Source: an optimization exercise on an open RTL-to-GDS flow (aim: small area, a short achievable clock period and few clock cycles). Production flows keep margins and buffers that such runs may drop.
In this exercise RTL edits were held to simulation tests only and were not proved equivalent to the original.
Power and IR drop assume default switching activity.

===== flow/config.mk =====
export PLATFORM = sky130hd
export DESIGN_NAME = MU0
export DESIGN_NICKNAME = MU0
export VERILOG_FILES = /design/flow/design.v
export SDC_FILE = /design/flow/constraint.sdc
export NUM_CORES = 4
export LEC_CHECK = 0
export ABC_AREA = 1
export CAP_MARGIN = 20
export CORE_MARGIN = 2
export CORE_UTILIZATION = 40
export SETUP_SLACK_MARGIN = 2.2
export SLEW_MARGIN = 20

===== flow/constraint.sdc =====
create_clock -name core_clock -period 4.5 [get_ports {clk}]
set_input_delay 0.9000 -clock core_clock [delete_from_list [all_inputs] [get_ports {clk}]]
set_output_delay 0.9000 -clock core_clock [all_outputs]
set_load 0.01 [all_outputs]

===== flow/design.v =====
module MU0(in_data, rst_n, clk,
           out_data, out_address, memrq, rnw);
    input  [15:0] in_data;
    input         rst_n, clk;
    output [15:0] out_data;
    output [11:0] out_address;
    output        memrq, rnw;
    reg         ex;      
    reg         fe;      
    reg         rs;      
    reg         sel;     
    reg         ka;      
    reg         ub;      
    reg         sb;      
    reg  [15:0] ir;
    reg  [11:0] pc;
    reg  [15:0] acc;
    wire [3:0] op   = ir[15:12];
    wire       hop  = op[3] | (op[2:0] == 3'b111);
    wire       dop  = ~op[3] & ~op[2];
    wire       jop  = ~op[3] & op[2] & ~(op[1] & op[0]);
    assign out_address = sel ? ir[11:0] : pc;
    assign memrq       = fe | rs | (ex & ~hop);
    assign rnw         = ~(ex & (op == 4'b0001));
    assign out_data    = acc;
    wire [15:0] a_op  = ka ? acc : 16'd0;
    wire [15:0] b_op  = (ub ? in_data : 16'd0) ^ {16{sb}};
    wire [16:0] sum   = {a_op, 1'b1} + {b_op, sb};
    wire [15:0] acc_n = sum[16:1];
    wire        pc_en = fe | (ex & jop);
    wire        nex   = fe | rs | (ex & jop);
    wire [3:0]  nop   = in_data[15:12];
    wire        neg   = acc[15] & ~rs;
    wire        nz    = (|acc) & ~rs;
    wire        ntake = (nop[1:0] == 2'b00) |
                        (nop[1:0] == 2'b01 & ~neg) |
                        (nop[1:0] == 2'b10 & nz);
    wire        sel_n = ~(ex & dop) & ~nop[3] & (~nop[2] | ntake);
    always @(posedge clk) begin
        ir  <= in_data;
        acc <= acc_n;
        if (~rst_n) begin
            ex  <= 1'b0;
            fe  <= 1'b0;
            rs  <= 1'b1;
            sel <= 1'b0;
            ka  <= 1'b0;
            ub  <= 1'b0;
            sb  <= 1'b0;
            pc  <= 12'd0;
        end else begin
            ex  <= nex;
            fe  <= ex & dop;
            rs  <= 1'b0;
            sel <= sel_n;
            ka  <= ~(nex & (nop == 4'b0000));
            ub  <= nex & ~nop[3] & ~nop[2] & (nop[1:0] != 2'b01);
            sb  <= nex & (nop == 4'b0011);
            if (pc_en)
                pc <= out_address + 12'd1;
        end
    end
endmodule

===== flow/flow/run.sh =====
#!/bin/bash
set -euo pipefail
bash standard.sh BUFFER_PORTS_ARGS="-buffer_cell sky130_fd_sc_hd__buf_1" finish > standard.log 2>&1

===== flow/standard.sh =====
#!/bin/bash
# synth_recipe.tcl (not shown) runs the flow's synth.tcl, then flattens the netlist and writes it again
# the make line also repeats each setting of config.mk as NAME=value (left out here)
make -C /OpenROAD-flow-scripts/flow DESIGN_CONFIG=/design/flow/config.mk WORK_HOME=/design/flow/orfs CLKGATE_MAP_FILE= SYNTH_SCRIPT=/design/flow/synth_recipe.tcl "${@:-finish}"

==> results.txt, run 1 <==
status complete, no violations; Die W 92.9 um; P_leak 1.90 nW; Adder-Cell Fraction of Synth Area 6.33%; R2R depth 10; Clk Tree Root Cell clkbuf_8; layout cells sized above 1 12.0%; Max H-tree Level 2; VDD IR max 0.000124 V; Placeable Area 0.00769 mm^2; Worst Path Arrival 1.31 ns; Routed WL 7210 um; HPWL Detailed 5550 um; Hold Crit Depth 2; Cells after Synth 464; Hold Crit Class register to register; # DRC 0; Critical-path top delay cell dfxtp_4; Clock transition at path regs 0.09 ns; CTS Buf Count 5; vias in the first global route 2644; post-route cell area 0.00363 mm^2; Initial Util 41.1%; number of port buffers 47; Seq cells post-synth 51; worst path required time 3.60 ns; crit share post-route 49.0%; Layout Skew 0.00420 ns; vias per inst 4.65; DR pass1 iterations 4; Placement Cell Area 0.00339 mm^2; max-slew violation count 0; Fin. Hold Viols 0; CP max stage delay 0.38 ns; P&R area growth vs syn 14.7%; Final TNS setup 0 ns; CP startpoint kind register; Worst-Margin Slew 0.709 ns; YS warnings 1; WS Path Type register to output pin; clock sink total 51; Antenna Nets Post-Route 0; total gr overflow 0; Mapped Area 0.00316 mm^2; initial antenna violation count 0; max-cap violations 0; Final min period 2.21 ns; RSZ-0062 raised after global routing yes; Avg Inst Size Synth 6.82 um^2; DR iter-0 viols 139; fillers 817; CTS max path bufs 2; Worst-Skew Late Latency 0.30 ns; first-pass GRT wire length 11800 um; Synth Area in Simple Gates 34.0%; f_max 453 MHz; sequential fraction of the synthesis area 32.3%; I/O Pins 48; total die area 0.00864 mm^2; CTS tree built; DR vias 2835; crit path cell chain inv_4 > or2_1 > o21ai_0 > inv_1 > buf_1; Die Y 92.9 um; routability cong. 0.862; final setup fails 0; fin nets 542; Net Count, Synth 498; area share of xor/xnor cells in the synthesized design 8.58%; largest net degree at the start of global routing 24; post-synthesis mux area share 0%; Wirelength per Cell 11.8 um; ANT cells 0; Max FO, Critical Path 12; row cnt 32; largest family of logic cells by synthesized area simple AND/OR/NAND/NOR gates; Rel. slew slack 52.6%; post-synthesis compound-gate area fraction 7.56%; PwrDens 266 mW/mm^2; total track usage 17.1%; CP Capture Type output pin; Distinct cells, synth 35
kinds of logic after synthesis:
kind of cell	after synthesis
buffers and inverters	86
and+or+nand+nor	237
AOI/OAI and AO/OA	43
xor gates and xnor gates	31
adders and majority gates	16
DFF	51
critical path: cells and delay by family (launching register included):
kind,cells,cell delay (ns)
buffers and inverters,3,0.31
AO/OA/AOI/OAI,1,0.11
AND/OR/NAND/NOR,1,0.21
flip-flops,1,0.38
per-stage QoR:
| stage | setup slack [ns] | hold slack [ns] | utilization [%] | std cells | power [mW] |
|---|---|---|---|---|---|
| after floorplan | 2.25 | 0.475 | - | 464 | 0.608 |
| after global placement | 1.91 | 0.498 | 44.1 | 602 | 0.652 |
| after detailed placement | 1.92 | 0.517 | 44.1 | 602 | 0.653 |
| after CTS | 2.04 | 0.539 | 45.6 | 609 | 0.973 |
| after global routing | 2.18 | 0.596 | 47.2 | 610 | 1.02 |
| final | 2.29 | 0.529 | 47.2 | 610 | 0.965 |
power by group:
group	internal [mW]	switching, mW
combinational	0.0550	0.0994
sequential	0.477	0.0189
clock	0.163	0.152
total	0.695	0.270
synth_stat cells (all sizes together):
master  instances  area, um^2
nand3          26         148
xnor2           5        43.8
dfxtp          51        1020
and2            1        6.26
nand4           4        25.0
nand2         154         641
nor2           40         183
xor2           26         228
a21oi          20         104
or2             2        12.5
o22ai           1        6.26
o21bai          2        15.0
nand3b          3        22.5
o21ai          16        83.8
buf             6        51.3
o211ai          1        7.51
nor3            4        20.0
inv            75         282
nor4            3        18.8
ha             16         200
a21o            3        22.5
clkbuf          5        22.5
placed cells by master, fill, tap and decap left out, types with 2 or more instances in the layout:
cell	n
nand3_1	24
a21o_1	3
nand2_2	16
nand2_1	133
xor2_1	26
buf_1	45
inv_1	73
nor4_1	2
nand4_1	4
clkbuf_2	2
dfxtp_4	2
nor3_1	3
a21oi_1	13
nand3b_1	3
o21bai_1	2
o21ai_0	14
xnor2_1	5
ha_1	9
ha_4	4
nand2_4	5
dfxtp_1	48
nor2_4	4
ha_2	3
nor2_1	35
a21oi_2	7
clkbuf_8	5
path summary, 6_finish.rpt:
| kind | slack [ns] | end | from |
|---|---|---|---|
| worst max-delay path | 2.29 | out_address[11] | sel |
| worst min-delay path | 0.53 | pc[1] | pc[1] |
| worst max register to register | 2.43 | acc[10] | ka |
| worst min register to register | 0.53 | pc[1] | pc[1] |
area by class of cell:
cell class	count	area (um^2)	area share, %
clock buffers	5	68.8	1.90
inverters	75	284	7.83
well taps	102	128	3.52
flip-flops and latches	51	1030	28.4
repair buffers	48	186	5.14
clock inverters	2	37.5	1.03
multi-input cells	327	1890	52.2
flip-flops by register name, indices dropped and copies added (netlist names):
| register | cells |
|---|---|
| acc | 16 |
| ex | 1 |
| fe | 1 |
| ir | 16 |
| ka | 1 |
| pc | 12 |
| rs | 1 |
| sb | 1 |
| sel | 1 |
| ub | 1 |
per-layer routing:
layer,GRT usage (%),vias to the layer above,routed length (um)
li1,-,1519,-
met1,21.7,1263,3440
met2,30.0,49,3520
met3,2.77,4,213
met4,4.90,0,47
met5,0,-,0
what timing repair did:
item,CTS,global route
resized for setup,2,29
endpoints found under the setup margin,24,20
hold buffers,0,0
endpoints found under the hold margin,0,0
setup buffers,0,1
pin swaps,0,0
cloned,0,0
Testbench counts, summed over its fixed seeds: cycles 33,132.
==> inputs of run 2 (changes only) <==
--- a/flow/config.mk
+++ b/flow/config.mk
@@ -9,5 +9,6 @@
 export CAP_MARGIN = 20
 export CORE_MARGIN = 2
 export CORE_UTILIZATION = 40
+export PLACE_DENSITY = 0.8
 export SETUP_SLACK_MARGIN = 2.2
 export SLEW_MARGIN = 20
==> run 2 against run 1 <==
Still clean on timing, DRC and antenna. Flip-flop and latch count did not move. Clock-buffer cell count rose by 1. Synthesized cell count did not move. Maximum frequency fell by 0.86%. Die area did not move. Critical endpoint is now acc[14]. Largest cell class unchanged.
==> results.txt, run 2 <==
most common flop cell mapped by yosys dfxtp_1; Cells after Synth 464 (unchanged); placed cells 602 (unchanged); CP Capture Type register; max-cap violations 0 (unchanged); Synth area leader dfxtp_1; Fin. Hold Viols 0 (unchanged); Initial Util 41.1% (unchanged); Final Util 47.1% (-0.065 points); Post-synth EDFFs 0 (unchanged); Finished Layout Cells 612 (+0.33%); most common cell after layout, fill and taps aside nand2_1; P&R area growth vs syn 14.5%; initial antenna violation count 0 (unchanged); commonest cells in the netlist nand2_1, inv_1, dfxtp_1; CP max stage delay 0.31 ns (-0.07 ns); crit path setup slack, layout 2.27 ns (-0.0192 ns); largest net degree at the start of global routing 24 (unchanged); Area contributors post-synth dfxtp_1, nand2_1, inv_1; share of the synthesized area in the top cell type 32.3% (unchanged); Layout Skew 0.00735 ns (+0.00316 ns); YS warnings 1 (unchanged); Async SR Flop Fraction 0% (unchanged); GR peak layer met2; routability cong. 0.939 (+8.9%); clock sink total 51 (unchanged); max-slew violation count 0 (unchanged); total power 0.935 mW (-3.2%); total track usage 17.6% (+0.45 points); total gr overflow 0 (unchanged); Sw Pwr 0.277 mW (+2.3%); GR Layer Usage met1 22.9% (+1.2 points); Seq cells post-synth 51 (unchanged); Critical-path top delay cell ha_2; top-count cell post-synth nand2_1; WS Path Type primary input to register; Hold Crit Class register to register; # DRC 0 (unchanged); Final TNS setup 0 ns (unchanged); Die W 92.9 um (unchanged); Clock transition at path regs 0.10 ns (about the same); Clk Tree Root Cell clkbuf_8; R2R setup slack 2.42 ns (about the same); hold slack 0.551 ns (+0.0222 ns); row cnt 32 (unchanged); ANT cells 0 (unchanged); Mapped Area 0.00316 mm^2 (unchanged); Max FO, Critical Path 5 (-7); Worst path most repeated cell nand2_1; Clk pwr share 30.1% (-2.5 points); Setup WS pre-CTS 1.90 ns (-0.0140 ns); crit share post-route 49.5% (+0.43 points); Worst-Margin Slew 0.677 ns (-0.0320 ns); CTS tree built; Comb power frac 16.7% (+0.7 points); I/O Pins 48 (unchanged); sequential fraction of the synthesis area 32.3% (unchanged); post-route cell area 0.00362 mm^2 (-0.14%); CP startpoint kind primary input; PwrDens 258 mW/mm^2 (-3.0%); Routed WL 7450 um (+3.3%); total die area 0.00864 mm^2 (unchanged); Reg area 0.00103 mm^2 (unchanged); CTS Buf Count 5 (unchanged); Placeable Area 0.00769 mm^2 (unchanged); f_max 449 MHz (-0.86%); status complete, no violations; Net Count, Synth 498 (unchanged); commonest cells after routing, fill and taps aside nand2_1, inv_1, dfxtp_1, buf_1, nor2_1; Die Y 92.9 um (unchanged); vias per inst 4.82 (+3.6%); fin nets 543 (+0.18%); area of the multi-input gates 0.00189 mm^2 (-0.26%); worst path required time 4.71 ns (+1.11 ns); DR vias 2947 (+4.0%); Final min period 2.23 ns (+0.0192 ns); Placement Cell Area 0.00339 mm^2 (unchanged); fillers 796 (-2.6%); switching power share of the total 29.6% (+1.6 points); VDD IR max 0.000103 V (-17%); Max H-tree Level 2 (unchanged); HPWL Detailed 5670 um (+2.1%); DR iter-0 viols 139 (unchanged); P_leak 1.90 nW (about the same); Avg Inst Size Synth 6.82 um^2 (unchanged); crit path cell chain buf_1 > nand2_1 > xor2_1 > inv_1 > ha_2 > a21oi_2 > nor2_1 > nor2_1 > nand2_2 > nand3_1 > nand2_1 > nand2_1 > nand2_1; Worst Path Arrival 2.43 ns (+1.12 ns); vias in the first global route 2793 (+5.6%); met3 Use GR 2.93% (+0.16 points); Antenna Nets Post-Route 0 (unchanged); GR Layer Usage met2 29.5% (-0.48 points); DR pass1 iterations 4 (unchanged); internal power 0.658 mW (-5.3%); Wirelength per Cell 12.2 um (+3.0%); Distinct cells, synth 35 (unchanged); first-pass GRT wire length 12400 um (+5.1%); CTS max path bufs 2 (unchanged); layout cells sized above 1 12.0% (-0.047 points); final setup fails 0 (unchanged); RSZ-0062 raised after global routing no; Top Registers acc x16, ir x16, pc x12; power share of the sequential group 53.2% (+1.8 points); Rel. slew slack 54.8% (+2.1 points); Worst-Skew Late Latency 0.30 ns (about the same); number of port buffers 47 (unchanged)
## run 2: cell families (layout without fill, tap and decap cells)
group / after synthesis / in the layout / synth area share [%]
DFF: 51 / 51 / 32.3
xor gates and xnor gates: 31 / 31 / 8.58
AOI/OAI and AO/OA: 43 / 43 / 7.56
adders and majority gates: 16 / 16 / 6.33
buffers and inverters: 86 / 132 / 11.2
and+or+nand+nor: 237 / 237 / 34.0
## run 2: repair_timing
| item | in CTS | in global routing |
|---|---|---|
| hold buffers | 0 | 0 |
| endpoints found under the setup margin | 24 | 9 |
| pin swaps | 0 | 2 |
| gates resized for setup | 4 | 25 |
| setup buffers | 1 | 1 |
## run 2: critical path: cells and delay by family
family / cells / cell delay, ns
compound gates: 1 / 0.20
xor+xnor: 1 / 0.21
fa+ha+maj: 1 / 0.31
simple gates: 8 / 0.62
buf+inv: 2 / 0.19
## run 2: cell type report
| class | count | share of cell area [%] |
|---|---|---|
| Inverter | 75 | 7.84 |
| Clock inverter | 2 | 0.449 |
| Clock buffer | 6 | 2.28 |
| Timing Repair Buffer | 49 | 5.35 |
| Sequential cell | 51 | 28.4 |
| Tap cell | 102 | 3.52 |
| Multi-Input combinational cell | 327 | 52.1 |
## run 2: final timing paths
path | cells after the start | endpoint | startpoint
min reg2reg | 2 | pc[1] | pc[1]
min | 2 | pc[1] | pc[1]
max reg2reg | 12 | acc[14] | ub
max | 13 | acc[14] | in_data[3]
## run 2: per-layer routing
layer | up-vias | routed length [um]
li1 | 1520 | -
met1 | 1354 | 3420
met2 | 63 | 3560
met3 | 10 | 381
met4 | 0 | 89
met5 | - | 0
## run 2: power groups by stage
| stage | Clock, mW | Sequential (mW) | Combinational (mW) |
|---|---|---|---|
| after floorplan | 0 | 0.505 | 0.104 |
| after global placement | 0 | 0.509 | 0.143 |
| after detailed placement | 0 | 0.510 | 0.145 |
| after CTS | 0.288 | 0.498 | 0.149 |
| after global routing | 0.311 | 0.501 | 0.176 |
| final | 0.281 | 0.497 | 0.156 |
==> inputs of run 3 (changes only) <==
--- a/flow/config.mk
+++ b/flow/config.mk
@@ -9,6 +9,6 @@
 export CAP_MARGIN = 20
 export CORE_MARGIN = 2
 export CORE_UTILIZATION = 40
-export PLACE_DENSITY = 0.8
+export GPL_TIMING_DRIVEN = 0
 export SETUP_SLACK_MARGIN = 2.2
 export SLEW_MARGIN = 20
==> run 3 against run 2 <==
Still clean on timing, DRC and antenna. Worst hold slack worse by 0.019 ns. First-iteration DRC count up 7.9%. Via count down 3.3%. Wire length up 0.48%. Combinational power up 9%. Global-route usage up 0.36 points. Non-clock buffer count up 14. Synthesized cell count unchanged. Utilization up 1.6 points. Clock power up 14%. Flip-flop and latch count unchanged.
==> results.txt, run 3 <==
Hold Crit Depth 2 (unchanged); PwrDens 262 mW/mm^2 (+1.7%); Final min period 2.26 ns (+0.0365 ns); row cnt 32 (unchanged); worst path required time 3.60 ns (-1.11 ns); Mapped Area 0.00316 mm^2 (unchanged); max-slew violation count 0 (unchanged); HPWL Detailed 5850 um (+3.2%); layout cells sized above 1 14.7% (+2.8 points); routability cong. 0.853 (-9.1%); CTS max path bufs 2 (unchanged); DR pass1 iterations 4 (unchanged); status complete, no violations; Avg Inst Size Synth 6.82 um^2 (unchanged); Finished Layout Cells 625 (+2.1%); DR vias 2851 (-3.3%); share of the synthesized area in the top cell type 32.3% (unchanged); Placeable Area 0.00769 mm^2 (unchanged); max-cap violations 0 (unchanged); crit share post-route 50.3% (+0.81 points); vias in the first global route 2656 (-4.9%); Distinct cells, synth 35 (unchanged); clock sink total 51 (unchanged); P&R area growth vs syn 18.4%; final setup fails 0 (unchanged); Synth area leader dfxtp_1; fin nets 557 (+2.6%); Seq cells post-synth 51 (unchanged); first-pass GRT wire length 12300 um (-0.61%); I/O Pins 48 (unchanged); R2R setup slack 2.41 ns (about the same); DR iter-0 viols 150 (+7.9%); ANT cells 0 (unchanged); total gr overflow 0 (unchanged); Worst-Skew Late Latency 0.31 ns (about the same); Rel. slew slack 83.1% (+28 points); Layout Skew 0.0112 ns (+0.00382 ns); initial antenna violation count 0 (unchanged); f_max 442 MHz (-1.6%); most common flop cell mapped by yosys dfxtp_1; FF-to-FF End acc[15]; Final TNS setup 0 ns (unchanged); Clk Tree Root Cell clkbuf_8; Cells after Synth 464 (unchanged); commonest cells after routing, fill and taps aside nand2_1, inv_1, dfxtp_1, buf_1, nor2_1; Hold Crit Class register to register; Fin. Hold Viols 0 (unchanged); Max H-tree Level 2 (unchanged); Net Count, Synth 498 (unchanged); VDD IR max 0.000114 V (+10%); CP Capture Type output pin; Post-synth EDFFs 0 (unchanged); largest net degree at the start of global routing 16 (-33%); total track usage 18.0% (+0.36 points); Max FO, Critical Path 6 (+1); Area contributors post-synth dfxtp_1, nand2_1, inv_1; CTS tree built; RSZ-0062 raised after global routing yes; fillers 861 (+8.2%); Die Y 92.9 um (unchanged); Initial Util 41.1% (unchanged); Async SR Flop Fraction 0% (unchanged); commonest cells in the netlist nand2_1, inv_1, dfxtp_1; Wirelength per Cell 12.0 um (-1.6%); hold path startpoint pc[1]; CP startpoint kind register; vias per inst 4.56 (-5.3%); top-count cell post-synth nand2_1; Worst Path Arrival 1.36 ns (-1.07 ns); crit path setup slack, layout 2.24 ns (-0.0365 ns); CTS Buf Count 5 (unchanged); total die area 0.00864 mm^2 (unchanged); R2R depth 10 (-2); placed cells 613 (+1.8%); P_leak 1.97 nW (+3.9%); Clock transition at path regs 0.10 ns (about the same); Top Registers acc x16, ir x16, pc x12; hold endpoint pc[1]; Die W 92.9 um (unchanged); WS Path Type register to output pin; most common cell after layout, fill and taps aside nand2_1; Setup WS pre-CTS 1.92 ns (+0.0181 ns); sequential fraction of the synthesis area 32.3% (unchanged); Worst R2R Start sb; Worst-Margin Slew 0.251 ns (-0.426 ns); Routed WL 7490 um (+0.48%); YS warnings 1 (unchanged); # DRC 0 (unchanged); number of port buffers 47 (unchanged); Antenna Nets Post-Route 0 (unchanged)
==> run 3: cell counts after synthesis <==
Identical to the previous run, type by type.
==> run 3: logic make-up (layout without fill, tap and decap cells) <==
logic type,count (synthesis),in the layout,share of synthesized area [%]
AO/OA/AOI/OAI,43,43,7.56
XOR/XNOR,31,31,8.58
adder cells (fa/ha/maj),16,16,6.33
buffers and inverters,86,145,11.2
flip-flops,51,51,32.3
AND/OR/NAND/NOR,237,237,34.0
==> run 3: layout make-up <==
cell class	instances	area [um^2]	share of cell area, %
flip-flops and latches	51	1020	27.4
clock buffers	5	68.8	1.84
well taps	102	128	3.41
plain buffers	11	88.8	2.37
inverters	75	284	7.58
multi-input cells	327	1890	50.6
repair buffers	52	220	5.88
clock inverters	2	37.5	1.00
==> run 3: where the power goes <==
part	internal, mW	switching [mW]
clock network	0.163	0.157
logic	0.0640	0.106
registers	0.477	0.0149
total	0.704	0.278
==> run 3: how the worst max path moves through the flow <==
stage,endpoint,slack [ns],startpoint
detailed placement,acc[10],1.92,in_data[3]
global route,acc[12],2.18,in_data[9]
global placement,acc[15],1.93,in_data[12]
finish,out_address[11],2.24,sel
CTS,out_address[11],2.20,sel
floorplan,acc[10],2.25,in_data[3]
==> run 3: worst max-delay path, stage by stage (launching register included) <==
cell	delay, ns
dfxtp_4	0.39
inv_4	0.03
buf_6	0.12
or2_1	0.23
o21ai_2	0.07
inv_1	0.07
buf_2	0.14
==> run 3: metrics by stage <==
stage / hold WS, ns / power [mW] / area (um^2) / utilization [%]
after floorplan: 0.475 / 0.608 / 3160 / -
after global placement: 0.495 / 0.659 / 3470 / 45.1
after detailed placement: 0.508 / 0.660 / 3470 / 45.1
after CTS: 0.531 / 0.981 / 3580 / 46.6
after global routing: 0.566 / 1.04 / 3740 / 48.7
final: 0.532 / 0.982 / 3740 / 48.7
==> run 3: repair_timing <==
item / 4_1_cts / 5_1_grt
setup endpoints to repair: 10 / 13
resized for setup: 5 / 39
pin swaps: 0 / 2
setup buffers: 0 / 5
hold buffers: 0 / 0
==> run 3: routing by layer <==
layer  up-vias  GRT usage, %  wire, um
met5         -             0         0
met4         0          5.76        93
met3         6          2.44       206
met2        49          31.0      3690
met1      1251          23.1      3500
li1       1545             -         -
==> inputs of run 4 (changes only) <==
--- a/flow/config.mk
+++ b/flow/config.mk
@@ -5,10 +5,9 @@
 export SDC_FILE = /design/flow/constraint.sdc
 export NUM_CORES = 4
 export LEC_CHECK = 0
-export ABC_AREA = 1
 export CAP_MARGIN = 20
 export CORE_MARGIN = 2
 export CORE_UTILIZATION = 40
-export GPL_TIMING_DRIVEN = 0
 export SETUP_SLACK_MARGIN = 2.2
 export SLEW_MARGIN = 20
+export TNS_END_PERCENT = 0
==> run 4 against run 3 <==
Non-clock buffer count decreased by 4. Maximum frequency decreased by 6.7%. Die area decreased by 5.7%. Combinational power increased by 3%. Critical path type is now primary input to register. Highest routed layer unchanged.
==> results.txt, run 4 <==
status complete, no violations; Worst-Skew Late Latency 0.31 ns (about the same); total track usage 17.2% (-0.71 points); Cells after Synth 336 (-28%); Final TNS setup 0 ns (unchanged); total power 0.972 mW (-1.0%); Rel. slew slack 29.7% (-53 points); Worst Path Arrival 2.66 ns (+1.30 ns); most common flop cell mapped by yosys dfxtp_1; placed cells 472 (-23%); Finished Layout Cells 492 (-21%); commonest cells after routing, fill and taps aside dfxtp_1, nand2_1, buf_1, a21oi_1; VDD IR max 0.000121 V (+6.3%); Avg Inst Size Synth 8.85 um^2 (+30%); Placeable Area 0.00721 mm^2 (-6.2%); commonest cells in the netlist dfxtp_1, nand2_1, xnor2_1; DR pass1 iterations 4 (unchanged); Max FO, Critical Path 4 (-2); Post-CTS Hold Buffers 0 (unchanged); max-cap violations 0 (unchanged); Hold Crit Class register to register; fillers 689 (-20%); DR vias 2575 (-9.7%); Net Count, Synth 370 (-26%); top-count cell post-synth dfxtp_1; largest net degree at the start of global routing 20 (+4); Clock transition at path regs 0.10 ns (about the same); Final min period 2.42 ns (+0.163 ns); Die W 90.2 um (-2.9%); clock sink total 51 (unchanged); total die area 0.00814 mm^2 (-5.7%); fin nets 426 (-24%); Distinct cells, synth 56 (+60%); Routed WL 7100 um (-5.2%); Wirelength per Cell 14.4 um (+20%); Async SR Flop Fraction 0% (unchanged); share of the synthesized area in the top cell type 34.3% (+2.1 points); # DRC 0 (unchanged); vias per inst 5.23 (+15%); Mapped Area 0.00297 mm^2 (-6.0%); CP startpoint kind primary input; DR iter-0 viols 105 (-30%); crit share post-route 53.9% (+3.6 points); RSZ-0062 raised after global routing yes; Die Y 90.2 um (-2.9%); Synth area leader dfxtp_1; row cnt 31 (-3.1%); sequential fraction of the synthesis area 34.3% (+2.1 points); vias in the first global route 2415 (-9.1%); PwrDens 268 mW/mm^2 (+2.3%); layout cells sized above 1 18.8% (+4.1 points); P&R area growth vs syn 21.8%; first-pass GRT wire length 11500 um (-6.5%); number of port buffers 47 (unchanged); Top Registers acc x16, ir x16, pc x12; post-route cell area 0.00362 mm^2 (-3.2%); Max H-tree Level 2 (unchanged); P_leak 1.56 nW (-21%); Fin. Hold Viols 0 (unchanged); CTS tree built; CTS max path bufs 2 (unchanged); most common cell after layout, fill and taps aside dfxtp_1; Placement Cell Area 0.00323 mm^2 (-7.0%); max-slew violation count 0 (unchanged); worst path required time 4.73 ns (+1.13 ns); Clk Tree Root Cell clkbuf_8; Seq cells post-synth 51 (unchanged); WS Path Type primary input to register; Critical-path top delay cell ha_1; HPWL Detailed 5230 um (-11%); Initial Util 41.2% (+0.079 points); CTS Buf Count 5 (unchanged); Area contributors post-synth dfxtp_1, xnor2_1, ha_1; CP max stage delay 0.32 ns (-0.07 ns); crit path cell chain buf_4 > nand2_2 > xnor2_2 > ha_1 > a21o_1 > a221oi_4 > o211ai_2 > a31o_1 > a311oi_2; ANT cells 0 (unchanged); I/O Pins 48 (unchanged); YS warnings 1 (unchanged); Worst-Margin Slew 1.05 ns (+0.799 ns); initial antenna violation count 0 (unchanged); final setup fails 0 (unchanged); total gr overflow 0 (unchanged); routability cong. 0.881 (+3.3%); CP Capture Type register; Antenna Nets Post-Route 0 (unchanged); f_max 412 MHz (-6.7%); Post-synth EDFFs 0 (unchanged); Layout Skew 0.0128 ns (+0.00158 ns)
run 4: cell count changes in the layout (fill, tap and decap cells not counted), moves of 11 or more:
cell / previous run / this run
nand2_1: 136 / 46
inv_1: 73 / 8
nor2_1: 35 / 13
xor2_1: 26 / 9
and2_1: 1 / 17
nand3_1: 24 / 10
xnor2_1: 5 / 17
nand2_2: 13 / 2
run 4: final timing paths:
kind / from / end / slack, ns / cells after the start
worst min register to register: pc[0] / pc[0] / 0.47 / 2
worst max register to register: ub / acc[14] / 2.13 / 8
worst max-delay path: in_data[0] / acc[14] / 2.08 / 9
worst min-delay path: pc[0] / pc[0] / 0.47 / 2
run 4: cell families after synthesis:
| group | count (synthesis) | synth area share (%) |
|---|---|---|
| simple gates | 132 | 22.8 |
| compound gates | 71 | 17.7 |
| flops | 51 | 34.3 |
| xor+xnor | 33 | 10.2 |
| buf+inv | 19 | 3.03 |
| fa+ha+maj | 16 | 6.73 |
| mux | 14 | 5.22 |
run 4: worst max-delay path, delay by kind of cell:
| family | cells | cell delay, ns |
|---|---|---|
| fa+ha+maj | 1 | 0.32 |
| simple gates | 1 | 0.07 |
| buf+inv | 1 | 0.10 |
| xor+xnor | 1 | 0.16 |
| compound gates | 5 | 1.11 |
run 4: power by group:
| group | internal (mW) | switching (mW) |
|---|---|---|
| combinational | 0.0803 | 0.0950 |
| clock | 0.126 | 0.160 |
| sequential | 0.480 | 0.0313 |
run 4: layer usage:
metal,up-vias,global-route usage (%),part of all wire [%]
li1,1309,-,-
met1,1184,24.1,49
met2,66,25.8,45
met3,16,3.60,4.0
met4,0,7.05,2.5
met5,-,0,0
run 4: repair_timing:
item / 4_1_cts / 5_1_grt
endpoints found under the setup margin: 28 / 20
cloned: 0 / 0
resized for setup: 6 / 41
hold endpoints to repair: 0 / 0
buffers inserted: 7 / 5
pin swaps: 8 / 19
run 4: metrics by stage:
| stage | setup WS, ns | utilization (%) | hold slack [ns] |
|---|---|---|---|
| global placement | 1.59 | 44.7 | 0.438 |
| CTS | 2.04 | 47.0 | 0.465 |
| floorplan | 1.92 | - | 0.431 |
| finish | 2.08 | 50.2 | 0.475 |
| detailed placement | 1.56 | 44.7 | 0.449 |
| global route | 1.98 | 50.2 | 0.489 |
run 4: area by class of cell:
type	instances	area, um^2	share of cell area (%)
sequential	51	1030	28.5
inverter	9	33.8	0.932
multi-input combinational	266	2040	56.4
clock buffer	6	82.6	2.28
clock inverter	2	16.3	0.449
tap	99	124	3.42
timing repair buffer	59	293	8.08
==> inputs of run 5 (changes only) <==
--- a/flow/config.mk
+++ b/flow/config.mk
@@ -5,9 +5,10 @@
 export SDC_FILE = /design/flow/constraint.sdc
 export NUM_CORES = 4
 export LEC_CHECK = 0
+export ABC_AREA = 1
 export CAP_MARGIN = 20
 export CORE_MARGIN = 2
 export CORE_UTILIZATION = 40
-export SETUP_SLACK_MARGIN = 2.2
+export SETUP_SLACK_MARGIN = 2.3
 export SLEW_MARGIN = 20
 export TNS_END_PERCENT = 0
==> run 5 against run 4 <==
Still clean. Synthesized area is 6.4% higher. Via count is 13% higher. Utilization shrank 1.1 points. Clock skew fell by 0.0025 ns. Register-to-register slack better by 0.29 ns. Non-clock buffer count down 10. Die area increased by 6.1%. Critical path depth increased by 3. Power fell by 2.5%. Sequential power is 3% lower. Largest power group unchanged.
==> results.txt, run 5 <==
commonest cells after routing, fill and taps aside nand2_1, inv_1, dfxtp_1, buf_1, nor2_1; commonest cells in the netlist nand2_1, inv_1, dfxtp_1; share of the synthesized area in the top cell type 32.3% (-2.1 points); total track usage 17.3% (+0.020 points); CTS Buf Count 5 (unchanged); Post-CTS Hold Buffers 0 (unchanged); most common cell after layout, fill and taps aside nand2_1; Hold Crit Class register to register; top-count cell post-synth nand2_1; worst path required time 4.72 ns (about the same); DR vias 2900 (+13%); Layout Skew 0.0102 ns (-0.00253 ns); Worst Path Arrival 2.38 ns (-0.28 ns); most common flop cell mapped by yosys dfxtp_1; routability cong. 0.852 (-3.3%); Mapped Area 0.00316 mm^2 (+6.4%); Critical-path top delay cell ha_2; Max H-tree Level 2 (unchanged); max-cap violations 0 (unchanged); CTS tree built; VDD IR max 0.000122 V (+1.1%); power share of the sequential group 52.4% (-0.2 points); Clock transition at path regs 0.10 ns (about the same); Worst path most repeated cell nand2_1; clock sink total 51 (unchanged); Net Count, Synth 498 (+35%); Max FO, Critical Path 5 (+1); # DRC 0 (unchanged); internal power 0.664 mW (-3.3%); Die W 92.9 um (+3.0%); sequential fraction of the synthesis area 32.3% (-2.1 points); Cells after Synth 464 (+38%); total power 0.948 mW (-2.5%); max-slew violation count 0 (unchanged); Synth area leader dfxtp_1; total gr overflow 0 (unchanged); placed cells 602 (+28%); initial antenna violation count 0 (unchanged); Comb power frac 17.4% (-0.6 points); row cnt 32 (+3.2%); P&R area growth vs syn 19.4%; Final Util 49.1% (-1.1 points); Antenna Nets Post-Route 0 (unchanged); Initial Util 41.1% (-0.079 points); fin nets 543 (+27%); HPWL Detailed 5760 um (+10%); WS Path Type primary input to register; CP Capture Type register; Routed WL 7610 um (+7.2%); Seq cells post-synth 51 (unchanged); RSZ-0062 raised after global routing yes; DR pass1 iterations 4 (unchanged); Final min period 2.16 ns (-0.263 ns); layout cells sized above 1 16.5% (-2.4 points); Rel. slew slack 51.6% (+22 points); vias per inst 4.74 (-9.5%); largest net degree at the start of global routing 24 (+20%); Clk Tree Root Cell clkbuf_8; ANT cells 0 (unchanged); Post-synth EDFFs 0 (unchanged); vias in the first global route 2628 (+8.8%); P_leak 1.91 nW (+22%); Worst-Skew Late Latency 0.31 ns (about the same); crit path cell chain buf_1 > nand2_1 > xor2_1 > inv_1 > ha_2 > a21o_1 > nand2_1 > nand2_1 > a21oi_2 > nand2_1 > nand2_1 > nand2_1; switching power share of the total 30.0% (+0.58 points); DR iter-0 viols 121 (+15%); first-pass GRT wire length 12000 um (+4.3%); PwrDens 251 mW/mm^2 (-6.5%); number of port buffers 47 (unchanged); total die area 0.00864 mm^2 (+6.1%); f_max 463 MHz (+12%); Wirelength per Cell 12.4 um (-14%); YS warnings 1 (unchanged); final setup fails 0 (unchanged); Fin. Hold Viols 0 (unchanged); Worst-Margin Slew 0.725 ns (-0.324 ns); I/O Pins 48 (unchanged); Final TNS setup 0 ns (unchanged); Placeable Area 0.00769 mm^2 (+6.6%); Sw Pwr 0.284 mW (-0.61%); Finished Layout Cells 612 (+24%); CTS max path bufs 2 (unchanged); Top Registers acc x16, ir x16, pc x12; CP max stage delay 0.30 ns (-0.02 ns); Die Y 92.9 um (+3.0%); Avg Inst Size Synth 6.82 um^2 (-23%); Area contributors post-synth dfxtp_1, nand2_1, inv_1; CP startpoint kind primary input; crit share post-route 48.0% (-5.8 points); status complete, no violations; Async SR Flop Fraction 0% (unchanged); Clk pwr share 30.2% (+0.8 points); Distinct cells, synth 35 (-38%)
==> run 5: timing repair <==
action	in CTS	in global routing
resized for setup	8	49
buffers inserted	1	1
pin swaps	0	1
gates cloned	0	0
endpoints found under the setup margin	25	20
==> run 5: worst max-delay path: cells and delay by family <==
family,cells,cell delay (ns)
AOI/OAI and AO/OA,2,0.38
xor gates and xnor gates,1,0.16
adders and majority gates,1,0.30
buffers and inverters,2,0.19
and+or+nand+nor,6,0.41
==> run 5: power by group through the flow <==
stage	registers, mW	clock network [mW]	logic [mW]
CTS	0.497	0.294	0.152
finish	0.497	0.286	0.165
detailed placement	0.510	0	0.146
global route	0.500	0.309	0.183
floorplan	0.505	0	0.105
global placement	0.509	0	0.145
==> run 5: final cells by class <==
cell class | count | area (um^2)
timing repair buffer | 49 | 199
sequential | 51 | 1030
tap | 102 | 128
clock inverter | 2 | 16.3
multi-input combinational | 327 | 2040
clock buffer | 6 | 82.6
fill | 806 | 3910
inverter | 75 | 284
==> run 5: logic make-up after synthesis <==
family	count (synthesis)	synth area share, %
buffers and inverters	86	11.2
AO/OA/AOI/OAI	43	7.56
XOR/XNOR	31	8.58
AND/OR/NAND/NOR	237	34.0
flip-flops	51	32.3
adder cells (fa/ha/maj)	16	6.33
==> run 5: final timing paths <==
check,start,end,slack [ns],cells after the start
setup reg to reg,ka,acc[14],2.42,10
hold reg to reg,pc[1],pc[1],0.53,2
setup / recovery,in_data[7],acc[14],2.34,12
hold / removal,pc[1],pc[1],0.53,2
==> run 5: through the flow <==
| step | setup slack (ns) | hold slack (ns) | area, um^2 |
|---|---|---|---|
| 3_3_place_gp | 1.70 | 0.499 | 3410 |
| 4_1_cts | 2.26 | 0.550 | 3550 |
| 5_1_grt | 2.24 | 0.576 | 3780 |
| 6_report | 2.34 | 0.534 | 3780 |
| 2_1_floorplan | 2.29 | 0.475 | 3180 |
| 3_5_place_dp | 1.77 | 0.526 | 3410 |
==> run 5: routing by layer <==
layer | vias up | wire length (um) | global-route usage (%)
met5 | - | 0 | 0
met4 | 0 | 97 | 4.78
met3 | 9 | 279 | 2.60
met2 | 54 | 3710 | 30.2
met1 | 1319 | 3520 | 22.0
li1 | 1518 | - | -
==> inputs of run 6 (changes only) <==
--- a/flow/config.mk
+++ b/flow/config.mk
@@ -8,7 +8,6 @@
 export ABC_AREA = 1
 export CAP_MARGIN = 20
 export CORE_MARGIN = 2
-export CORE_UTILIZATION = 40
+export CORE_UTILIZATION = 55
 export SETUP_SLACK_MARGIN = 2.3
 export SLEW_MARGIN = 20
-export TNS_END_PERCENT = 0
==> run 6 against run 5 <==
Still clean. Die area shrank 26%. Synthesized area is the same. Non-clock buffer count grew 1. Final cell count shrank 4.7%. Synthesized cell count is the same. Clock skew shrank 0.0021 ns. Clock-buffer cell count shrank 1. Global-route usage grew 6.1 points. Utilization grew 19 points. Critical endpoint is now out_address[11]. Largest cell class unchanged.
==> results.txt, run 6 <==
status complete, no violations; CP startpoint kind register; number of port buffers 47 (unchanged); total power 0.946 mW (-0.15%); DR iter-0 viols 98 (-19%); Clk Tree Root Cell clkbuf_8; row cnt 27 (-16%); Hold Crit Class register to register; most common cell after layout, fill and taps aside nand2_1; Die W 79.8 um (-14%); initial antenna violation count 0 (unchanged); worst path required time 3.60 ns (-1.12 ns); ANT cells 0 (unchanged); layout cells sized above 1 16.8% (+0.36 points); CTS max path bufs 2 (unchanged); HPWL Detailed 5430 um (-5.6%); Routed WL 7120 um (-6.4%); Avg Inst Size Synth 6.82 um^2 (unchanged); # DRC 0 (unchanged); Initial Util 57.1% (+16 points); CP max stage delay 0.38 ns (+0.08 ns); commonest cells after routing, fill and taps aside nand2_1, inv_1, dfxtp_1, buf_1, nor2_1; largest net degree at the start of global routing 24 (unchanged); Distinct cells, synth 35 (unchanged); Seq cells post-synth 51 (unchanged); first-pass GRT wire length 11800 um (-2.4%); top-count cell post-synth nand2_1; YS warnings 1 (unchanged); Final min period 2.15 ns (-0.0163 ns); Top Registers acc x16, ir x16, pc x12; switching power share of the total 30.8% (+0.81 points); DR vias 2907 (+0.24%); routability cong. 0.911 (+6.9%); Antenna Nets Post-Route 0 (unchanged); VDD IR max 0.000139 V (+14%); Worst-Skew Late Latency 0.31 ns (about the same); Mapped Area 0.00316 mm^2 (unchanged); Comb power frac 17.3% (about the same); P&R area growth vs syn 19.0%; PwrDens 251 mW/mm^2 (+0.18%); Finished Layout Cells 583 (-4.7%); internal power 0.655 mW (-1.3%); Fin. Hold Viols 0 (unchanged); Clock transition at path regs 0.10 ns (about the same); total track usage 23.4% (+6.1 points); hold slack 0.530 ns (-0.00384 ns); CTS Buf Count 5 (unchanged); Cells after Synth 464 (unchanged); total gr overflow 0 (unchanged); Final Util 67.9% (+19 points); total die area 0.00637 mm^2 (-26%); f_max 466 MHz (+0.76%); P_leak 1.90 nW (-0.21%); Area contributors post-synth dfxtp_1, nand2_1, inv_1; fillers 518 (-36%); I/O Pins 48 (unchanged); Sw Pwr 0.291 mW (+2.6%); CP Capture Type output pin; max-slew violation count 0 (unchanged); placed cells 572 (-5.0%); RSZ-0062 raised after global routing no; Layout Skew 0.00812 ns (-0.00211 ns); fin nets 544 (+0.18%); Critical-path top delay cell dfxtp_4; WS Path Type register to output pin; max-cap violations 0 (unchanged); final setup fails 0 (unchanged); Final TNS setup 0 ns (unchanged); commonest cells in the netlist nand2_1, inv_1, dfxtp_1; Die Y 79.8 um (-14%); Max FO, Critical Path 12 (+7); Post-CTS Hold Buffers 0 (unchanged); vias per inst 4.99 (+5.2%); Max H-tree Level 2 (unchanged); most common flop cell mapped by yosys dfxtp_1; Rel. slew slack 53.8% (+2.2 points); DR pass1 iterations 4 (unchanged); clock sink total 51 (unchanged); CTS tree built; Clk pwr share 30.2% (about the same); Async SR Flop Fraction 0% (unchanged); Post-synth EDFFs 0 (unchanged); crit share post-route 47.7% (-0.36 points); sequential fraction of the synthesis area 32.3% (unchanged); power share of the sequential group 52.6% (+0.2 points); Net Count, Synth 498 (unchanged); share of the synthesized area in the top cell type 32.3% (unchanged); Worst-Margin Slew 0.692 ns (-0.0334 ns); Wirelength per Cell 12.2 um (-1.8%); Worst Path Arrival 1.25 ns (-1.13 ns); Synth area leader dfxtp_1; Placeable Area 0.00554 mm^2 (-28%); crit path cell chain inv_4 > or2_1 > o21ai_2 > inv_1 > buf_1; vias in the first global route 2680 (+2.0%)
[run 6: changes by cell type in the layout (fill, tap and decap cells not counted), sizes merged]
cell | before | now
clkinvlp | 1 | 0
clkinv | 1 | 2
inv | 75 | 76
[run 6: final cells by class]
cell class	instances	area, um^2	share of cell area [%]
clock inverters	3	28.8	0.765
inverters	75	284	7.55
well taps	72	90.1	2.39
clock buffers	5	68.8	1.83
multi-input cells	327	2050	54.6
flip-flops and latches	51	1030	27.4
repair buffers	50	209	5.55
[run 6: cells by family after synthesis]
kind of cell,synth area share [%]
AND/OR/NAND/NOR,34.0
AO/OA/AOI/OAI,7.56
adder cells (fa/ha/maj),6.33
flip-flops,32.3
buffers and inverters,11.2
XOR/XNOR,8.58
[run 6: repair_timing]
item / in CTS / in global routing
pin swaps: 0 / 5
setup endpoints to repair: 25 / 23
resized for setup: 7 / 48
gates cloned: 0 / 0
buffers inserted: 1 / 2
[run 6: critical path, delay by kind of cell (launching register included)]
family	cells	cell delay (ns)
AO/OA/AOI/OAI	1	0.07
buffers and inverters	3	0.25
flip-flops	1	0.38
AND/OR/NAND/NOR	1	0.23
[run 6: power by group through the flow]
stage                     Sequential (mW)  Clock [mW]  Combinational (mW)
after global routing                0.502       0.310               0.184
after global placement              0.509           0               0.144
after CTS                           0.497       0.293               0.150
after floorplan                     0.505           0               0.106
final                               0.497       0.285               0.164
after detailed placement            0.509           0               0.145
[run 6: routing by layer]
layer	up-vias	share of wire (%)	wire, um	global-route usage, %
met5	-	0	0	0
met4	0	1.3	89	6.95
met3	9	3.7	264	4.52
met2	52	49	3520	39.6
met1	1334	46	3240	30.1
li1	1512	-	-	-
[run 6: through the flow]
step,setup slack [ns],area [um^2]
after floorplan,2.30,3200
after global placement,1.86,3390
after detailed placement,1.87,3390
after CTS,2.26,3520
after global routing,2.28,3760
final,2.35,3760
[run 6: path summary, 6_finish.rpt]
kind / from / to / slack, ns / cells past startpoint
min reg2reg: pc[1] / pc[1] / 0.53 / 2
max reg2reg: ub / acc[10] / 2.52 / 11
min: pc[1] / pc[1] / 0.53 / 2
max: sel / out_address[11] / 2.35 / 5
==> inputs of run 7 (changes only) <==
--- a/flow/config.mk
+++ b/flow/config.mk
@@ -9,5 +9,5 @@
 export CAP_MARGIN = 20
 export CORE_MARGIN = 2
 export CORE_UTILIZATION = 55
-export SETUP_SLACK_MARGIN = 2.3
+export SETUP_SLACK_MARGIN = 2.1
 export SLEW_MARGIN = 20
==> run 7 against run 6 <==
Setup slack worse by 0.077 ns. Global-route usage down 1.2 points. Still clean. Critical path depth unchanged. Clock-buffer cell count up 1. Flip-flop and latch count unchanged.
==> results.txt, run 7 <==
max-cap violations 0 (unchanged); VDD IR max 0.000152 V (+9.6%); Avg Inst Size Synth 6.82 um^2 (unchanged); fin nets 542 (-0.37%); Placeable Area 0.00554 mm^2 (unchanged); RSZ-0062 raised after global routing yes; final setup fails 0 (unchanged); Final Util 62.8% (-5.1 points); CTS tree built; DR vias 2812 (-3.3%); Area contributors post-synth dfxtp_1, nand2_1, inv_1; hold path startpoint pc[1]; CTS max path bufs 2 (unchanged); largest net degree at the start of global routing 24 (unchanged); Die Y 79.8 um (unchanged); Routed WL 6680 um (-6.1%); Finished Layout Cells 581 (-0.34%); Mapped Area 0.00316 mm^2 (unchanged); f_max 450 MHz (-3.5%); CP Capture Type output pin; commonest cells in the netlist nand2_1, inv_1, dfxtp_1; row cnt 27 (unchanged); Max FO, Critical Path 12 (unchanged); most common flop cell mapped by yosys dfxtp_1; Final min period 2.22 ns (+0.0775 ns); max-slew violation count 0 (unchanged); Rel. slew slack 52.7% (-1.1 points); HPWL Detailed 5210 um (-4.1%); Max H-tree Level 2 (unchanged); R2R setup slack 2.45 ns (-0.07 ns); placed cells 572 (unchanged); Post-synth EDFFs 0 (unchanged); Worst Setup EP out_address[11]; DR iter-0 viols 89 (-9.2%); crit path setup slack, layout 2.28 ns (-0.0775 ns); FF-to-FF End acc[10]; most common cell after layout, fill and taps aside nand2_1; layout cells sized above 1 8.25% (-8.6 points); worst path required time 3.60 ns (about the same); Layout Skew 0.00543 ns (-0.00269 ns); Cells after Synth 464 (unchanged); Wirelength per Cell 11.5 um (-5.8%); P_leak 1.90 nW (-0.21%); Worst Path Arrival 1.32 ns (+0.07 ns); Initial Util 57.1% (unchanged); Clock transition at path regs 0.09 ns (about the same); I/O Pins 48 (unchanged); Post-CTS Hold Buffers 0 (unchanged); R2R depth 11 (unchanged); Final TNS setup 0 ns (unchanged); Seq cells post-synth 51 (unchanged); commonest cells after routing, fill and taps aside nand2_1, inv_1, dfxtp_1, buf_1, nor2_1; P&R area growth vs syn 10.0%; WS Path Type register to output pin; launch point of the worst path sel; top-count cell post-synth nand2_1; status complete, no violations; vias in the first global route 2592 (-3.3%); total track usage 22.2% (-1.2 points); Setup WS pre-CTS 1.94 ns (+0.0692 ns); Async SR Flop Fraction 0% (unchanged); initial antenna violation count 0 (unchanged); share of the synthesized area in the top cell type 32.3% (unchanged); sequential fraction of the synthesis area 32.3% (unchanged); vias per inst 4.84 (-2.9%); Hold Crit Class register to register; routability cong. 0.918 (+0.81%); ANT cells 0 (unchanged); Synth area leader dfxtp_1; crit share post-route 49.4% (+1.7 points); first-pass GRT wire length 11400 um (-2.8%); # DRC 0 (unchanged); Distinct cells, synth 35 (unchanged); PwrDens 263 mW/mm^2 (+4.6%); clock sink total 51 (unchanged); YS warnings 1 (unchanged); CTS Buf Count 5 (unchanged); Net Count, Synth 498 (unchanged); Fin. Hold Viols 0 (unchanged); CP startpoint kind register; hold slack 0.536 ns (+0.00576 ns); Worst-Margin Slew 0.708 ns (+0.0163 ns); Worst-Skew Late Latency 0.29 ns (-0.02 ns); Antenna Nets Post-Route 0 (unchanged); Die W 79.8 um (unchanged); Top Registers acc x16, ir x16, pc x12; Worst R2R Start ub; total die area 0.00637 mm^2 (unchanged); DR pass1 iterations 4 (unchanged); total gr overflow 0 (unchanged); number of port buffers 47 (unchanged); Clk Tree Root Cell clkbuf_8
run 7: changes by cell type in the layout (fill, tap and decap cells not counted), moves of 2 or more:
cell	delta
a21oi_1	+5
a21oi_2	-5
buf_1	+5
clkbuf_2	-4
ha_1	+13
ha_4	-14
nand2_1	+10
nand2_2	-10
nand3_1	+2
nand3_2	-2
nor3_1	+3
nor3_2	-3
nor4_1	+2
nor4_2	-2
run 7: cells by family (layout without fill, tap and decap cells):
logic type | after synthesis | in the layout | share of synthesized area [%]
flops | 51 | 51 | 32.3
buf+inv | 86 | 131 | 11.2
xor+xnor | 31 | 31 | 8.58
fa+ha+maj | 16 | 16 | 6.33
compound gates | 43 | 43 | 7.56
simple gates | 237 | 237 | 34.0
run 7: metal layers:
metal,global-route usage (%),share of wire [%],vias up
met2,39.7,47,42
li1,-,-,1514
met3,3.73,3.1,4
met4,4.58,0.57,0
met1,28.0,49,1252
met5,0,0,-
run 7: repair_timing:
action	CTS	global route
setup buffers	0	1
endpoints found under the setup margin	15	10
resized for setup	2	7
run 7: cell type report:
type,instances,area [um^2]
fillers,566,2060
multi-input cells,327,1800
flip-flops and latches,51,1030
inverters,75,282
repair buffers,48,184
well taps,72,90.1
clock buffers,6,82.6
clock inverters,2,16.3
run 7: worst max-delay path: stages (launching register included):
cell,delay [ns]
dfxtp_4,0.36
inv_2,0.18
or2_1,0.13
o21ai_0,0.11
inv_1,0.09
buf_1,0.16
run 7: how the worst min path moves through the flow:
stage / slack [ns] / to / depth (start not counted)
finish: 0.54 / pc[1] / 2
floorplan: 0.47 / pc[1] / 2
detailed placement: 0.51 / pc[1] / 2
global route: 0.60 / pc[10] / 2
global placement: 0.50 / pc[1] / 2
CTS: 0.53 / pc[1] / 2
run 7: per-stage QoR:
stage          instance area [um^2]  total power, mW
6_report                       3480            0.915
5_1_grt                        3480            0.967
4_1_cts                        3460            0.927
3_5_place_dp                   3360            0.651
3_3_place_gp                   3360            0.649
2_1_floorplan                  3160            0.608
run 7: power by group:
group	switching (mW)	leakage, nW	internal, mW
sequential	0.0196	0.423	0.477
clock	0.149	0.0474	0.126
combinational	0.0933	1.43	0.0511
==> inputs of run 8 (changes only) <==
--- a/flow/config.mk
+++ b/flow/config.mk
@@ -9,5 +9,5 @@
 export CAP_MARGIN = 20
 export CORE_MARGIN = 2
 export CORE_UTILIZATION = 55
-export SETUP_SLACK_MARGIN = 2.1
+export SETUP_SLACK_MARGIN = 2.2
 export SLEW_MARGIN = 20
==> run 8 against run 7 <==
Clock-buffer cell count is the same. Wire length grew 0.46%. Non-clock buffer count grew 1. Maximum frequency grew 2.2%. Power grew 0.86%. Die area is the same. Critical path type unchanged. Largest cell class unchanged. Largest power group unchanged.
==> results.txt, run 8 <==
Critical-path top delay cell dfxtp_4; P&R area growth vs syn 12.7%; Clk Tree Root Cell clkbuf_8; clock sink total 51 (unchanged); top-count cell post-synth nand2_1; final setup fails 0 (unchanged); vias in the first global route 2592 (unchanged); CP Capture Type output pin; Final min period 2.17 ns (-0.0484 ns); Worst Path Arrival 1.27 ns (-0.05 ns); CP startpoint kind register; max-slew violation count 0 (unchanged); Max H-tree Level 2 (unchanged); placed cells 572 (unchanged); RSZ-0062 raised after global routing yes; crit path cell chain inv_4 > or2_1 > o21ai_0 > inv_1 > buf_1; worst path required time 3.60 ns (about the same); DR pass1 iterations 4 (unchanged); Antenna Nets Post-Route 0 (unchanged); status complete, no violations; commonest cells in the netlist nand2_1, inv_1, dfxtp_1; Cells after Synth 464 (unchanged); total track usage 22.2% (unchanged); Net Count, Synth 498 (unchanged); R2R setup slack 2.51 ns (+0.06 ns); fin nets 543 (+0.18%); Top Registers acc x16, ir x16, pc x12; initial antenna violation count 0 (unchanged); share of the synthesized area in the top cell type 32.3% (unchanged); # DRC 0 (unchanged); Initial Util 57.1% (unchanged); CP max stage delay 0.38 ns (+0.02 ns); post-route cell area 0.00356 mm^2 (+2.4%); P_leak 1.89 nW (-0.26%); Mapped Area 0.00316 mm^2 (unchanged); f_max 460 MHz (+2.2%); Post-synth EDFFs 0 (unchanged); PwrDens 259 mW/mm^2 (-1.5%); WS Path Type register to output pin; HPWL Detailed 5210 um (unchanged); Clock transition at path regs 0.10 ns (about the same); Post-CTS Hold Buffers 0 (unchanged); most common flop cell mapped by yosys dfxtp_1; Placeable Area 0.00554 mm^2 (unchanged); Reg area 0.00103 mm^2 (unchanged); Finished Layout Cells 582 (+0.17%); Area contributors post-synth dfxtp_1, nand2_1, inv_1; first-pass GRT wire length 11400 um (unchanged); Seq cells post-synth 51 (unchanged); Final Util 64.3% (+1.5 points); I/O Pins 48 (unchanged); commonest cells after routing, fill and taps aside nand2_1, inv_1, dfxtp_1, buf_1, nor2_1; Die W 79.8 um (unchanged); Async SR Flop Fraction 0% (unchanged); Die Y 79.8 um (unchanged); total die area 0.00637 mm^2 (unchanged); number of port buffers 47 (unchanged); Max FO, Critical Path 12 (unchanged); DR vias 2820 (+0.28%); largest net degree at the start of global routing 24 (unchanged); Wirelength per Cell 11.5 um (+0.29%); fillers 555 (-1.9%); Avg Inst Size Synth 6.82 um^2 (unchanged); CTS max path bufs 2 (unchanged); crit share post-route 48.3% (-1.1 points); area of the multi-input gates 0.00187 mm^2 (+4.0%); Distinct cells, synth 35 (unchanged); layout cells sized above 1 11.8% (+3.5 points); DR iter-0 viols 86 (-3.4%); ANT cells 0 (unchanged); max-cap violations 0 (unchanged); row cnt 27 (unchanged); YS warnings 1 (unchanged); Fin. Hold Viols 0 (unchanged); sequential fraction of the synthesis area 32.3% (unchanged); vias per inst 4.85 (+0.11%); VDD IR max 0.000153 V (+0.28%); Final TNS setup 0 ns (unchanged); Rel. slew slack 52.7% (about the same); most common cell after layout, fill and taps aside nand2_1; CTS Buf Count 5 (unchanged); routability cong. 0.918 (unchanged); Layout Skew 0.00712 ns (+0.00169 ns); Placement Cell Area 0.00336 mm^2 (unchanged); Synth area leader dfxtp_1; Hold Crit Class register to register; Routed WL 6720 um (+0.46%); Worst-Margin Slew 0.708 ns (+0.000578 ns); total gr overflow 0 (unchanged); CTS tree built; Worst-Skew Late Latency 0.30 ns (about the same)
run 8: cell counts after synthesis:
Identical to the previous run, type by type.
run 8: critical path: cells and delay by family, from the launching register on:
kind	cells	cell delay [ns]
flip-flops	1	0.38
buffers and inverters	3	0.29
AND/OR/NAND/NOR	1	0.20
AO/OA/AOI/OAI	1	0.11
run 8: cell families after synthesis:
| logic type | synth area share (%) |
|---|---|
| AO/OA/AOI/OAI | 7.56 |
| AND/OR/NAND/NOR | 34.0 |
| buffers and inverters | 11.2 |
| adder cells (fa/ha/maj) | 6.33 |
| flip-flops | 32.3 |
| XOR/XNOR | 8.58 |
run 8: path summary, 6_finish.rpt:
| check | from | endpoint | cells past startpoint |
|---|---|---|---|
| worst max register to register | ub | acc[12] | 13 |
| worst min register to register | pc[1] | pc[1] | 2 |
| worst max-delay path | sel | out_address[11] | 5 |
| worst min-delay path | pc[1] | pc[1] | 2 |
run 8: cell type report:
cell class	count	share of cell area (%)
clock buffer	6	2.32
clock inverter	2	0.456
inverter	75	7.97
multi-input combinational	327	52.4
sequential	51	28.9
tap	72	2.53
timing repair buffer	49	5.44
run 8: stage by stage:
step / hold WS, ns / total power [mW] / setup WS [ns]
2_1_floorplan: 0.475 / 0.608 / 2.25
5_1_grt: 0.599 / 0.973 / 2.17
3_5_place_dp: 0.511 / 0.651 / 1.94
4_1_cts: 0.534 / 0.927 / 2.07
6_report: 0.528 / 0.923 / 2.33
3_3_place_gp: 0.502 / 0.649 / 1.93
run 8: what timing repair did:
action                     4_1_cts  5_1_grt
pin swaps                        0        1
setup endpoints to repair       24       22
buffers inserted                 0        2
gates resized for setup          2       27
run 8: power by group:
part | switching (mW) | leakage (nW) | total [mW] | internal (mW)
sequential | 0.0196 | 0.423 | 0.497 | 0.477
combinational | 0.0952 | 1.42 | 0.149 | 0.0543
clock | 0.151 | 0.0474 | 0.277 | 0.126
run 8: routing by layer:
metal	vias to the layer above	global-route usage [%]	share of wire (%)
li1	1514	-	-
met3	2	3.73	3.0
met5	-	0	0
met2	42	39.7	48
met1	1262	28.0	48
met4	0	4.58	0.36
==> inputs of run 9 (changes only) <==
--- a/flow/config.mk
+++ b/flow/config.mk
@@ -8,6 +8,6 @@
 export ABC_AREA = 1
 export CAP_MARGIN = 20
 export CORE_MARGIN = 2
-export CORE_UTILIZATION = 55
+export CORE_UTILIZATION = 65
 export SETUP_SLACK_MARGIN = 2.2
 export SLEW_MARGIN = 20
==> run 9 against run 8 <==
Non-clock buffer count is the same. Worst hold slack gained 0.0041 ns. Synthesized area is the same. Sequential share of layout area shrank 0.061 points. Sequential power is essentially flat. Global-route usage grew 4.0 points. Clock-buffer cell count shrank 1. Maximum frequency shrank 1.9%.
==> results.txt, run 9 <==
status complete, no violations; CTS Buf Count 5 (unchanged); Initial Util 67.0% (+9.9 points); Die Y 73.8 um (-7.6%); crit path setup slack, layout 2.28 ns (-0.0419 ns); met1 wire length 3080 um (-5.1%); ANT cells 0 (unchanged); Top Metal Used met4; CP startpoint kind primary input; I/O Pins 48 (unchanged); PwrDens 270 mW/mm^2 (+4.2%); WS Path Type primary input to register; Final min period 2.22 ns (+0.0419 ns); Worst R2R Start ka; CTS tree built; Placeable Area 0.00472 mm^2 (-15%); total power 0.964 mW (+4.4%); FF-to-FF End acc[10]; DR iter-0 viols 109 (+27%); Synth area leader dfxtp_1; placed cells 567 (-0.87%); final setup fails 0 (unchanged); Seq cells post-synth 51 (unchanged); sequential fraction of the synthesis area 32.3% (unchanged); Clock transition at path regs 0.10 ns (about the same); hold slack 0.532 ns (+0.00411 ns); vias per inst 5.03 (+3.8%); number of port buffers 47 (unchanged); Max FO, Critical Path 4 (-8); largest net degree at the start of global routing 24 (unchanged); top-count cell post-synth nand2_1; Max H-tree Level 2 (unchanged); Avg Inst Size Synth 6.82 um^2 (unchanged); vias in the first global route 2685 (+3.6%); Setup WS pre-CTS 1.93 ns (-0.0136 ns); DR vias 2902 (+2.9%); f_max 451 MHz (-1.9%); max-cap violations 0 (unchanged); first-pass GRT wire length 11200 um (-1.9%); initial antenna violation count 0 (unchanged); Distinct cells, synth 35 (unchanged); CP Buf/Inv Count 2 (-1); total track usage 26.2% (+4.0 points); Rel. slew slack 53.9% (+1.2 points); layout cells sized above 1 12.0% (+0.20 points); Hold Crit Class register to register; CTS max path bufs 2 (unchanged); Top delay family on crit path compound AO/OA/AOI/OAI gates; Async SR Flop Fraction 0% (unchanged); routability cong. 0.943 (+2.7%); Layout Skew 0.00901 ns (+0.00189 ns); DR pass1 iterations 4 (unchanged); RSZ-0062 raised after global routing no; Cells after Synth 464 (unchanged); Finished Layout Cells 577 (-0.86%); max-slew violation count 0 (unchanged); Routed WL 6830 um (+1.6%); Fin. Hold Viols 0 (unchanged); Die W 73.8 um (-7.6%); worst path required time 4.70 ns (+1.10 ns); row cnt 25 (-7.4%); Final Util 75.6% (+11 points); most common cell after layout, fill and taps aside nand2_1; Clk Tree Root Cell clkbuf_8; VDD IR max 0.000199 V (+30%); routed wl met2 3400 um (+4.9%); Worst path most repeated cell nand2_1; Final TNS setup 0 ns (unchanged); # DRC 0 (unchanged); total gr overflow 0 (unchanged); share of the synthesized area in the top cell type 32.3% (unchanged); WL met3 216 um (+8.0%); Antenna Nets Post-Route 0 (unchanged); CP max stage delay 0.31 ns (-0.07 ns); hold path startpoint pc[1]; Mapped Area 0.00316 mm^2 (unchanged); Area contributors post-synth dfxtp_1, nand2_1, inv_1; crit path cell chain buf_1 > nand2_1 > xor2_1 > inv_1 > ha_4 > a21oi_1 > o21ai_4 > nand2_1 > nand2_2 > nand2_1 > nand2_1 > xor2_1; commonest cells after routing, fill and taps aside nand2_1, inv_1, dfxtp_1, buf_1, nor2_1; YS warnings 1 (unchanged); Worst-Skew Late Latency 0.30 ns (about the same); most common flop cell mapped by yosys dfxtp_1; launch point of the worst path in_data[1]; R2R setup slack 2.37 ns (-0.14 ns); commonest cells in the netlist nand2_1, inv_1, dfxtp_1; Top Registers acc x16, ir x16, pc x12; Worst-Margin Slew 0.690 ns (-0.0184 ns); Wirelength per Cell 11.8 um (+2.5%); R2R depth 10 (-3); Net Count, Synth 498 (unchanged); hold endpoint pc[1]; post-route cell area 0.00357 mm^2 (+0.21%); Critical-path top delay cell a21oi_1; P&R area growth vs syn 12.9%; Post-CTS Hold Buffers 0 (unchanged); clock sink total 51 (unchanged); Hold Crit Depth 2 (unchanged); CP Capture Type register; Placement Cell Area 0.00335 mm^2 (-0.19%); total die area 0.00544 mm^2 (-15%); P_leak 1.91 nW (+0.67%); HPWL Detailed 5200 um (-0.13%); crit share post-route 49.3% (+0.93 points); Post-synth EDFFs 0 (unchanged); fin nets 543 (unchanged); Worst Path Arrival 2.42 ns (+1.15 ns)
==> run 9: layout make-up <==
type | count | area [um^2]
multi-input cells | 327 | 1870
fillers | 380 | 1150
clock buffers | 5 | 68.8
inverters | 75 | 282
flip-flops and latches | 51 | 1030
clock inverters | 3 | 43.8
well taps | 67 | 83.8
repair buffers | 49 | 194
==> run 9: tightest hold or removal path: stages, from the launching register on <==
cell,delay (ns)
dfxtp_1,0.33
o21ai_0,0.08
nor2_1,0.09
==> run 9: metal layers <==
metal | GRT usage (%) | vias up
met5 | 0 | -
li1 | - | 1515
met1 | 31.8 | 1311
met2 | 46.9 | 63
met4 | 7.47 | 0
met3 | 4.80 | 13
==> run 9: logic make-up after synthesis <==
group	Yosys count	synth area share (%)
AO/OA/AOI/OAI	43	7.56
adder cells (fa/ha/maj)	16	6.33
flip-flops	51	32.3
XOR/XNOR	31	8.58
buffers and inverters	86	11.2
AND/OR/NAND/NOR	237	34.0
==> run 9: timing repair <==
item | 4_1_cts | 5_1_grt
setup buffers | 0 | 2
gates cloned | 0 | 0
resized for setup | 2 | 27
setup endpoints to repair | 24 | 16
pin swaps | 0 | 3
hold endpoints to repair | 0 | 0
==> run 9: worst max-delay path by stage <==
stage / slack (ns) / end / cells after the start
5_1_grt: 2.18 / acc[14] / 13
3_3_place_gp: 1.91 / acc[15] / 10
6_report: 2.28 / acc[10] / 12
3_5_place_dp: 1.93 / acc[15] / 14
4_1_cts: 2.08 / out_address[11] / 5
2_1_floorplan: 2.25 / acc[10] / 11
==> run 9: report_power, final <==
part | switching [mW] | internal (mW) | leakage (nW)
registers | 0.0190 | 0.477 | 0.423
logic | 0.0966 | 0.0541 | 1.42
clock network | 0.152 | 0.166 | 0.0581
total | 0.267 | 0.697 | 1.91

[separate check: timing with driven ports]
No port has a modelled driver above. Below, the same layouts with a new extraction and two added sets of constraints. Step 1 sets driving cells, clkbuf_16 on the clock port and buf_2 on the other inputs (assumed; they add their load-dependent delay and slew). Step 2 adds t to the input delays and takes it off the output delays; t is the mean of the earliest and latest rising clock arrival at the registers after step 1. Input paths then give back, and output paths get back, about the clock's delay inside the block. Slacks: ideal / step 1 / step 2; pairs: ideal / step 1.
run	shift t [ns]	setup slack, ns	latest minus earliest clock arrival (ns)	worst data-port slew with drivers (ns)
run 1	0.327	2.294 / 2.264 / 1.991	0.006 / 0.006	0.03
run 2	0.328	2.275 / 2.279 / 1.951	0.007 / 0.008	0.03
run 3	0.331	2.238 / 2.208 / 1.988	0.011 / 0.011	0.03
run 4	0.331	2.075 / 2.060 / 1.735	0.013 / 0.013	0.05
run 5	0.329	2.338 / 2.322 / 2.015	0.010 / 0.010	0.04
run 6	0.341	2.355 / 2.323 / 2.065	0.009 / 0.008	0.05
run 7	0.320	2.277 / 2.249 / 1.962	0.006 / 0.005	0.05
run 8	0.320	2.325 / 2.297 / 2.023	0.007 / 0.007	0.05
run 9	0.326	2.283 / 2.258 / 1.963	0.010 / 0.009	0.04
After both steps every run listed still meets setup and hold. For run 4, which loses most, drivers alone change the setup slack by -0.015 ns; drivers and shift together by -0.340 ns.
